This is an optimization exercise on Yosys and OpenROAD, whose aim is small area, not a production implementation. Function was checked by simulation only, so behaviour that the tests miss may differ from the original. The flow treats the clock pin as an ideal source. Dropping or thinning the clock tree relies on that and would not hold on a real chip. Power and IR drop assume default switching activity.

==> trial 46: inputs <==
Design DigitalClock, start of the top module:
module DigitalClock(
    input clk,  
    input rst,  
    input btnC, btnU, btnL, btnR, btnD,  
    input [2:0] sw,
    output reg [6:0] seg,
    output [3:0] an,
    output reg [0:0] led
    );
==> flow/config.mk <==
export PLATFORM = sky130hd
export DESIGN_NAME = DigitalClock
export DESIGN_NICKNAME = DigitalClock
export VERILOG_FILES = /design/flow/design.v
export SDC_FILE = /design/flow/constraint.sdc
export NUM_CORES = 4
export LEC_CHECK = 0
export CAP_MARGIN = 20
export CORE_MARGIN = 2
export CORE_UTILIZATION = 65
export PLACE_DENSITY = 0.8
export SLEW_MARGIN = 20
==> flow/constraint.sdc <==
create_clock -name core_clock -period 10.0 [get_ports {clk}]
set_input_delay 2.0000 -clock core_clock [delete_from_list [all_inputs] [get_ports {clk}]]
set_output_delay 2.0000 -clock core_clock [all_outputs]
set_load 0.01 [all_outputs]
standard.sh (not shown) runs the stock make flow with config.mk's settings and CLKGATE_MAP_FILE= SYNTH_SCRIPT=/design/flow/synth_recipe.tcl, a recipe that flattens the netlist after the stock synthesis.
==> flow/flow/run.sh <==
#!/bin/bash
# Own layout flow: the standard ORFS flow (standard.sh) with these changes:
#  - synthesis maps the logic with an area-oriented ABC script and without
#    extracting half/full adder cells (registers are mapped exactly as before);
#  - the smallest buffer cell on the ports;
#  - a one-level clock tree (flow/cts.tcl) in place of TritonCTS: four buf_12
#    buffers, each at the centre of a quarter of the flip-flops, driven by the
#    clock port.
set -euo pipefail
here=$(pwd)
export BUFFER_PORTS_ARGS="-buffer_cell sky130_fd_sc_hd__buf_1"
export ADDER_MAP_FILE=
export AREA_ABC_SCRIPT=$here/flow/area.abc
export FLOW_SYNTH_TCL=$here/synth_recipe.tcl
sed -e "s#SYNTH_SCRIPT=[^ ]*#SYNTH_SCRIPT=$here/flow/synth_area.tcl#" standard.sh > synth_area.sh
bash synth_area.sh synth > synth.log 2>&1
bash standard.sh place > place.log 2>&1
RESULTS_DIR=$here/orfs/results/sky130hd/DigitalClock/base CLK_K=4 CLK_LEAF=sky130_fd_sc_hd__buf_12 CLK_ROOT= \
  openroad -no_init -exit flow/cts.tcl > cts.log 2>&1
bash standard.sh finish > standard.log 2>&1
==> flow/flow/area.abc <==
strash
dch -f
amap
topo
==> flow/flow/cts.tcl <==
# Clock tree for the standard flow's layout flow: the flip-flops are split into CLK_K groups by
# location (k-means); each group gets one CLK_LEAF buffer at its centre driving the
# group's clock pins. With CLK_ROOT set, one CLK_ROOT buffer at the centre of the
# leaf buffers drives them from the clock port; otherwise the port drives the leaves.
set plat $::env(FLOW_HOME)/platforms/sky130hd
read_liberty $plat/lib/sky130_fd_sc_hd__tt_025C_1v80.lib
read_db $::env(RESULTS_DIR)/3_place.odb
read_sdc $::env(RESULTS_DIR)/3_place.sdc
source $plat/setRC.tcl
set db [ord::get_db]
set block [ord::get_db_block]
set clknet [$block findNet clk]
set K $::env(CLK_K)
set leaf_master [$db findMaster $::env(CLK_LEAF)]
set pins {}
foreach iterm [$clknet getITerms] {
  set bb [[$iterm getInst] getBBox]
  lappend pins [list $iterm [expr {([$bb xMin] + [$bb xMax]) / 2.0}] [expr {([$bb yMin] + [$bb yMax]) / 2.0}]]
}
set n [llength $pins]
set sorted [lsort -real -index 1 $pins]
for {set k 0} {$k < $K} {incr k} {
  set p [lindex $sorted [expr {int(($k + 0.5) * $n / $K)}]]
  set cx($k) [lindex $p 1]; set cy($k) [lindex $p 2]
}
for {set it 0} {$it < 100} {incr it} {
  for {set k 0} {$k < $K} {incr k} { set sx($k) 0; set sy($k) 0; set cn($k) 0 }
  set assign {}
  foreach p $pins {
    set best 0; set bd 1e30
    for {set k 0} {$k < $K} {incr k} {
      set d [expr {abs([lindex $p 1] - $cx($k)) + abs([lindex $p 2] - $cy($k))}]
      if {$d < $bd} { set bd $d; set best $k }
    }
    lappend assign $best
    set sx($best) [expr {$sx($best) + [lindex $p 1]}]
    set sy($best) [expr {$sy($best) + [lindex $p 2]}]
    incr cn($best)
  }
  for {set k 0} {$k < $K} {incr k} {
    if {$cn($k) > 0} { set cx($k) [expr {$sx($k) / $cn($k)}]; set cy($k) [expr {$sy($k) / $cn($k)}] }
  }
}
set drv $clknet
if { [info exists ::env(CLK_ROOT)] && $::env(CLK_ROOT) ne "" } {
  set rx 0; set ry 0
  for {set k 0} {$k < $K} {incr k} { set rx [expr {$rx + $cx($k) / $K}]; set ry [expr {$ry + $cy($k) / $K}] }
  set root [odb::dbInst_create $block [$db findMaster $::env(CLK_ROOT)] clkbuf_root]
  set drv [odb::dbNet_create $block clknet_root]
  $drv setSigType CLOCK
  [$root findITerm A] connect $clknet
  [$root findITerm X] connect $drv
  $root setLocation [expr {int($rx)}] [expr {int($ry)}]
  $root setPlacementStatus PLACED
}
for {set k 0} {$k < $K} {incr k} {
  set inst($k) [odb::dbInst_create $block $leaf_master clkbuf_leaf_$k]
  set net($k) [odb::dbNet_create $block clknet_leaf_$k]
  $net($k) setSigType CLOCK
  [$inst($k) findITerm A] connect $drv
  [$inst($k) findITerm X] connect $net($k)
  $inst($k) setLocation [expr {int($cx($k))}] [expr {int($cy($k))}]
  $inst($k) setPlacementStatus PLACED
  puts "group $k: $cn($k) flip-flops"
}
foreach p $pins a $assign {
  set iterm [lindex $p 0]
  $iterm disconnect
  $iterm connect $net($a)
}
global_connect
detailed_placement
check_placement
set_propagated_clock [all_clocks]
estimate_parasitics -placement
set worst 0
for {set k 0} {$k < $K} {incr k} {
  foreach p [get_pins -of_objects [get_nets clknet_leaf_$k]] {
    set s [get_property $p slew_max]
    if {$s > $worst} { set worst $s }
  }
}
puts "worst clock slew: $worst"
report_clock_skew
report_worst_slack -max
report_worst_slack -min
# the files ORFS's CTS step leaves, in the order make expects them
set res $::env(RESULTS_DIR)
write_db $res/4_1_cts.odb
write_db $res/4_cts.odb
write_sdc -no_timestamp $res/4_cts.sdc
Other scripts of this flow, unchanged in this note and not shown: flow/flow/synth_area.tcl
==> build 37: changes against trial 46 <==
--- a/flow/design.v
+++ b/flow/design.v
@@ -99,12 +99,10 @@
     end
     wire [10:0] sm_r = rst ? {7'd0, 4'd12} : {Seconds, Minutes};
     always @(posedge clk) begin
         {Sec_t, Sec_u} <= S1;    
         fresh <= rst;
-        if (rst | (tick & sw[0]))
-            led <= ~rst & (Minutes_alarm == Minutes) & (Seconds_alarm == Seconds);
         if (rst | (Current_Mode & btnC))
             {Seconds_alarm_reset, Minutes_alarm_reset} <= sm_r;
         if (rst | (tick & sw[1]))
             {Seconds_alarm, Minutes_alarm} <= sm_r;
         Minutes <= M1;
@@ -116,10 +114,11 @@
             current_bit <= 0;
             Current_Mode <= 1'b1;
             dig <= 0;
             mem0 <= 8; mem1 <= 7; mem2 <= 8; mem3 <= 2;
             seg_code <= 8;
+            led <= 0;
         end else begin
             if (tick & ~sw[0]) begin
                 cnt_hi <= 0;
                 cnt_lo <= 0;
             end else begin
@@ -129,10 +128,12 @@
             d_counter <= d_wrap ? 8'h00 : d_next;
             current_LED <= cl_next;
             Current_Mode <= Current_Mode ^ btnC;
             if (!Current_Mode && btnC) current_bit <= 0;
             else if (tick && (btnL || btnR)) current_bit <= ~current_bit;
+            if (tick && sw[0])
+                led <= (Minutes_alarm == Minutes) && (Seconds_alarm == Seconds);
             dig <= dig_next;
             case (current_LED)
                 2'd0: mem0 <= dig;
                 2'd1: mem1 <= dig[2:0] | {3{dig[3]}};
                 2'd2: mem2 <= dig;
==> flow/flow/run.sh (replaced) <==
#!/bin/bash
# Own layout flow: the standard ORFS flow (standard.sh) with three changes:
#  - synthesis maps the logic with an area-oriented ABC script and without
#    extracting half/full adder cells (registers are mapped exactly as before);
#  - the smallest buffer cell on the ports;
#  - a clock tree without dummy loads.
set -euo pipefail
here=$(pwd)
export BUFFER_PORTS_ARGS="-buffer_cell sky130_fd_sc_hd__buf_1"
export CTS_ARGS="-sink_clustering_enable -repair_clock_nets -sink_clustering_size 100 -sink_clustering_max_diameter 1000 -root_buf sky130_fd_sc_hd__clkbuf_8 -buf_list sky130_fd_sc_hd__clkbuf_2 -dont_use_dummy_load"
export ADDER_MAP_FILE=
export AREA_ABC_SCRIPT=$here/flow/area.abc
export FLOW_SYNTH_TCL=$here/synth_recipe.tcl
# synthesis: standard.sh's make command with the synthesis script above
sed -e "s#SYNTH_SCRIPT=[^ ]*#SYNTH_SCRIPT=$here/flow/synth_area.tcl#" standard.sh > synth_area.sh
bash synth_area.sh synth > synth.log 2>&1
bash standard.sh finish > standard.log 2>&1
- CORE_UTILIZATION: 65 -> 40
- PLACE_DENSITY: 0.8 -> not set
removed: flow/flow/cts.tcl
==> trial 43: changes against trial 46 <==
--- a/flow/flow/run.sh
+++ b/flow/flow/run.sh
@@ -13,8 +13,9 @@
 export AREA_ABC_SCRIPT=$here/flow/area.abc
 export FLOW_SYNTH_TCL=$here/synth_recipe.tcl
 sed -e "s#SYNTH_SCRIPT=[^ ]*#SYNTH_SCRIPT=$here/flow/synth_area.tcl#" standard.sh > synth_area.sh
 bash synth_area.sh synth > synth.log 2>&1
 bash standard.sh place > place.log 2>&1
-RESULTS_DIR=$here/orfs/results/sky130hd/DigitalClock/base CLK_K=4 CLK_LEAF=sky130_fd_sc_hd__buf_12 CLK_ROOT= \
+RESULTS_DIR=$here/orfs/results/sky130hd/DigitalClock/base CLK_K=4 CLK_LEAF=sky130_fd_sc_hd__buf_8 CLK_ROOT= CLK_SLEW_NS=0.110 \
+  CLK_SIZES="sky130_fd_sc_hd__buf_8 sky130_fd_sc_hd__buf_12 sky130_fd_sc_hd__buf_16" \
   openroad -no_init -exit flow/cts.tcl > cts.log 2>&1
 bash standard.sh finish > standard.log 2>&1
==> flow/flow/area.abc (replaced) <==
strash
&get -n
&deepsyn -T 40
&put
dch -f
amap
strash
dch -f
amap
topo
--- a/flow/flow/cts.tcl
+++ b/flow/flow/cts.tcl
@@ -71,10 +71,32 @@
 global_connect
 detailed_placement
 check_placement
 set_propagated_clock [all_clocks]
 estimate_parasitics -placement
+proc leaf_slew { k } {
+  set w 0
+  foreach p [get_pins -of_objects [get_nets clknet_leaf_$k]] {
+    set s [get_property $p slew_max]
+    if {$s > $w} { set w $s }
+  }
+  return $w
+}
+if { [info exists ::env(CLK_SIZES)] } {
+  for {set k 0} {$k < $K} {incr k} {
+    foreach size $::env(CLK_SIZES) {
+      $inst($k) swapMaster [$db findMaster $size]
+      estimate_parasitics -placement
+      set s [leaf_slew $k]
+      puts "group $k: $size slew $s"
+      if { $s <= $::env(CLK_SLEW_NS) } { break }
+    }
+  }
+  detailed_placement
+  check_placement
+  estimate_parasitics -placement
+}
 set worst 0
 for {set k 0} {$k < $K} {incr k} {
   foreach p [get_pins -of_objects [get_nets clknet_leaf_$k]] {
     set s [get_property $p slew_max]
     if {$s > $worst} { set worst $s }
- CORE_UTILIZATION: 65 -> 40
- PLACE_DENSITY: 0.8 -> not set
==> qor summary <==
item                                                                            trial 43                 trial 46                 build 37
Run status                                                       complete, no violations  complete, no violations  complete, no violations
Relative area change from synthesis to final layout                                8.88%                    7.60%                    10.2%
Comb group                                                                     0.0903 mW                0.0534 mW                0.0524 mW
IR drop worst, VDD                                                           0.0000836 V               0.000110 V              0.0000890 V
Post-detailed-placement cell area                                            0.00370 mm²              0.00373 mm²              0.00377 mm²
Finished Layout Cells                                                                535                      515                      559
Number of filler cells placed in the layout                                          823                      419                      907
Via density                                                                         5.46                     5.87                     5.35
Routed WL                                                                        7.51 mm                  7.61 mm                  7.42 mm
Cell internal pwr                                                               0.458 mW                 0.442 mW                 0.457 mW
Area of the core region                                                      0.00830 mm²              0.00517 mm²              0.00864 mm²
Multi-input combinational cell count                                                 258                      276                      277
First-pass GRT wire length                                                       12.6 mm                  12.9 mm                  12.8 mm
Post-layout util                                                                   0.455                    0.736                    0.451
Hold path startpoint                                                cnt_lo[6]$_SDFF_PP0_  d_counter[3]$_SDFF_PP0_  d_counter[4]$_SDFF_PP0_
Power density of the placed cells                                             162 mW/mm²               148 mW/mm²               154 mW/mm²
Fraction of standard cell area in multi-input logic                                0.356                    0.375                    0.368
Worst path arrival time                                                          3950 ps                  3960 ps                  1750 ps
Share of the yosys chip area belonging to registers                                0.546                    0.534                    0.532
Net total in the final layout                                                        442                      457                      463
Buffers plus inverters on the worst setup path                                         2                        2                        3
Total GRT Usage                                                                    0.154                    0.259                    0.164
Later-pin clock latency in the skew report                                        130 ps                   130 ps                   370 ps
Cell area after layout                                                       0.00377 mm²              0.00381 mm²              0.00389 mm²
DR WL/cell                                                                       14.0 µm                  14.8 µm                  13.3 µm
Number of enable-type register cells in the synthesized netlist                       23                       23                       22
Switching share of power                                                           0.253                    0.215                    0.238
In trial 46 and trial 43 the design's own scripts or RTL, not TritonCTS, make the clock network.

port drivers added, routing unchanged:
How much do the figures lean on ideal ports? The routed layouts below were timed once more, with nothing changed but the port constraints. Step 1 assumes that a clkbuf_16 drives the clock port and a buf_2 every other input. Step 2 also shifts input and output timing later by t, the mid clock arrival at the registers, as if the neighbouring blocks saw the same clock. Slacks: no drivers / after step 1 / after step 2; pairs: no drivers / after step 1.
run	shift t [ns]	slack for setup (ns)	worst setup path after step 2	worst register clock-pin slew, ns	pins driven straight from the clock port
trial 46	0.200	6.033 / 6.098 / 5.898	input to register	0.09 / 0.09	4
build 37	0.384	6.254 / 6.223 / 5.955	input to register	0.09 / 0.09	1
trial 43	0.205	6.037 / 6.100 / 5.895	input to register	0.09 / 0.09	4
After both steps setup and hold are still met in every run listed. The setup slack of build 37, which loses most, moves by -0.031 ns with the drivers and by -0.299 ns with both steps.
